What follows belongs to an exercise in optimizing a design on an open flow for small area and a short achievable clock period; a production flow would make more cautious choices.
RTL that was checked went through simulation tests only; none was proved equivalent to the original.

// rms
module rms(input clk, input rst, input pushin, input [1:0] cmdin, input signed [31:0] Xin,
           input pullout, output stopout, output [31:0] Xout);
==> module rms_fifo, before the edit <==
module rms_fifo #(parameter DEPTH = 23)
               (input clk, input rst, input we, input [31:0] wdata_n,
                output full, input pullout, output stopout, output reg [31:0] Xout);
  reg [31:0] mem [0:DEPTH-1];
  reg [4:0] wp, rp;
  reg wl, rl;                  
  reg hv;                      
  wire empty = (wp == rp) && (wl == rl);
  assign full = (wp == rp) && (wl != rl);
  wire ld = pullout | ~hv;     
  always @(posedge clk)
    if (we) mem[wp] <= wdata_n;
  always @(posedge clk or posedge rst)
    if (rst) begin
      wp <= 5'd0;
      wl <= 1'b0;
    end else if (we) begin
      if (wp == DEPTH - 1) begin
        wp <= 5'd0;
        wl <= ~wl;
      end else
        wp <= wp + 5'd1;
    end
  reg [4:0] rp1;
  reg rl1;
  wire adv = ld & ~empty;      
  always @(posedge clk or posedge rst)
    if (rst) begin
      rp <= 5'd0;
      rl <= 1'b0;
      rp1 <= 5'd1;
      rl1 <= 1'b0;
    end else if (adv) begin
      rp <= rp1;
      rl <= rl1;
      if (rp1 == DEPTH - 1) begin
        rp1 <= 5'd0;
        rl1 <= ~rl1;
      end else
        rp1 <= rp1 + 5'd1;
    end
  always @(posedge clk or posedge rst)
    if (rst) hv <= 1'b0;
    else if (ld) hv <= ~empty;
  always @(posedge clk)
    if (ld) Xout <= ~mem[rp];
  assign stopout = ~hv;
endmodule
==> flow/config.mk <==
export PLATFORM = sky130hd
export DESIGN_NAME = rms
export DESIGN_NICKNAME = rms
export VERILOG_FILES = /design/flow/design.v
export SDC_FILE = /design/flow/constraint.sdc
export NUM_CORES = 4
export LEC_CHECK = 0
export ABC_AREA = 1
export CAP_MARGIN = 30
export CORE_MARGIN = 2
export CORE_UTILIZATION = 70
export CTS_BUF_LIST = sky130_fd_sc_hd__clkbuf_4 sky130_fd_sc_hd__clkbuf_8
export CTS_CLUSTER_DIAMETER = 50
export CTS_CLUSTER_SIZE = 18
export PLACE_DENSITY = 0.8
export SLEW_MARGIN = 20
==> flow/constraint.sdc <==
create_clock -name core_clock -period 220.0 [get_ports {clk}]
set_input_delay 44.0000 -clock core_clock [delete_from_list [all_inputs] [get_ports {clk}]]
set_output_delay 44.0000 -clock core_clock [all_outputs]
set_load 0.01 [all_outputs]
standard.sh (not shown) runs the stock make flow with config.mk's settings and CLKGATE_MAP_FILE= SYNTH_SCRIPT=/design/flow/synth_recipe.tcl, a recipe that flattens the netlist after the stock synthesis.
==> flow/flow/run.sh <==
#!/bin/bash
# Layout flow: the standard flow with three changes to synthesis:
#  - Yosys synth runs with -noabc (no generic ABC pass before full-adder
#    extraction), so the adders written in the RTL are extracted as written;
#  - only full adders are extracted (extract_fa -fa), no half adders;
#  - the final ABC technology mapping uses an area-oriented script
#    (flow/abc_area_map.script).
# Placement buffers the ports with buf_2 cells (BUFFER_PORTS_ARGS).
# CTS runs without dummy loads (CTS_ARGS; same clustering as config.mk).
# Synthesis otherwise is synth_recipe.tcl (-nofsm -noshare, flatten, rename);
# floorplan through finish is the standard.sh unchanged.
set -euo pipefail
HERE=$(pwd)
SCRIPT=$HERE/flow/abc_area_map.script
{
  echo "# synth_recipe.tcl with synth -noabc and the final abc call using $SCRIPT"
  echo "proc abc {args} {"
  echo "  set i [lsearch -exact \$args -script]"
  echo "  if {\$i >= 0} { lset args [expr {\$i + 1}] $SCRIPT }"
  echo "  yosys abc {*}\$args"
  echo "}"
  echo 'proc synth {args} { yosys synth -nofsm -noshare -noabc {*}$args }'
  echo 'proc extract_fa {args} { yosys extract_fa -fa }'
  tail -n +2 synth_recipe.tcl
} > my_synth.tcl
grep -q '^source .*synth.tcl' my_synth.tcl
sed "s#SYNTH_SCRIPT=[^ ]*#SYNTH_SCRIPT=$HERE/my_synth.tcl#" standard.sh > my_standard.sh
grep -q "SYNTH_SCRIPT=$HERE/my_synth.tcl" my_standard.sh
bash my_standard.sh synth > synth.log 2>&1
export BUFFER_PORTS_ARGS="-buffer_cell sky130_fd_sc_hd__buf_2"
export CTS_ARGS="-sink_clustering_enable -repair_clock_nets -sink_clustering_size 18 -sink_clustering_max_diameter 50 -buf_list {sky130_fd_sc_hd__clkbuf_4 sky130_fd_sc_hd__clkbuf_8} -dont_use_dummy_load"
bash my_standard.sh finish > layout.log 2>&1
test -f out/final.def
==> flow/flow/abc_area_map.script <==
strash
dc2
dch
amap
topo
stime -c
The first run completed without violations.
==> next run, changes <==
--- a/flow/design.v
+++ b/flow/design.v
@@ -20,31 +20,25 @@
         wp <= 5'd0;
         wl <= ~wl;
       end else
         wp <= wp + 5'd1;
     end
-  reg [4:0] rp1;
-  reg rl1;
-  wire adv = ld & ~empty;      
   always @(posedge clk or posedge rst)
     if (rst) begin
       rp <= 5'd0;
       rl <= 1'b0;
-      rp1 <= 5'd1;
-      rl1 <= 1'b0;
-    end else if (adv) begin
-      rp <= rp1;
-      rl <= rl1;
-      if (rp1 == DEPTH - 1) begin
-        rp1 <= 5'd0;
-        rl1 <= ~rl1;
-      end else
-        rp1 <= rp1 + 5'd1;
+      hv <= 1'b0;
+    end else if (ld) begin
+      hv <= ~empty;
+      if (!empty) begin
+        if (rp == DEPTH - 1) begin
+          rp <= 5'd0;
+          rl <= ~rl;
+        end else
+          rp <= rp + 5'd1;
+      end
     end
-  always @(posedge clk or posedge rst)
-    if (rst) hv <= 1'b0;
-    else if (ld) hv <= ~empty;
   always @(posedge clk)
     if (ld) Xout <= ~mem[rp];
   assign stopout = ~hv;
 endmodule
 `timescale 1ns / 1ps
Effect: The changed run went through all stages and came out clean; setup slack is worse by 0.16 ns; routed wire length barely changes; clock-buffer cell count rose by 3; synthesized area hardly moves.
The RTL of the second run of this note was laid out without a check of its function.

what the ideal ports hide:
The results above use ideal ports. As a check the final layouts listed here were re-extracted and re-timed, cells and wires unchanged.
Step 1 (the two cells are an assumption about what drives the block):
set clk [get_ports {clk}]
set_driving_cell -lib_cell sky130_fd_sc_hd__clkbuf_16 $clk
set_driving_cell -lib_cell sky130_fd_sc_hd__buf_2 [delete_from_list [all_inputs] $clk]
Step 2 moves the port delays by t, midway between the first and last clock arrival at a register: inputs arrive t later, outputs are due t later. That takes back most of the time a late clock gives input paths.
Three values: ideal, step 1, step 2; two values: the first two.
run	t, ns	slack for setup (ns)	worst slew at a driven data input, ns
the first run	0.949	174.483 / 174.409 / 174.344	0.04
the second run	0.973	174.321 / 174.375 / 173.402	0.03
After both steps every run listed still meets setup and hold. The setup slack of the second run, which loses most, moves by +0.054 ns with the drivers and by -0.919 ns with both steps.
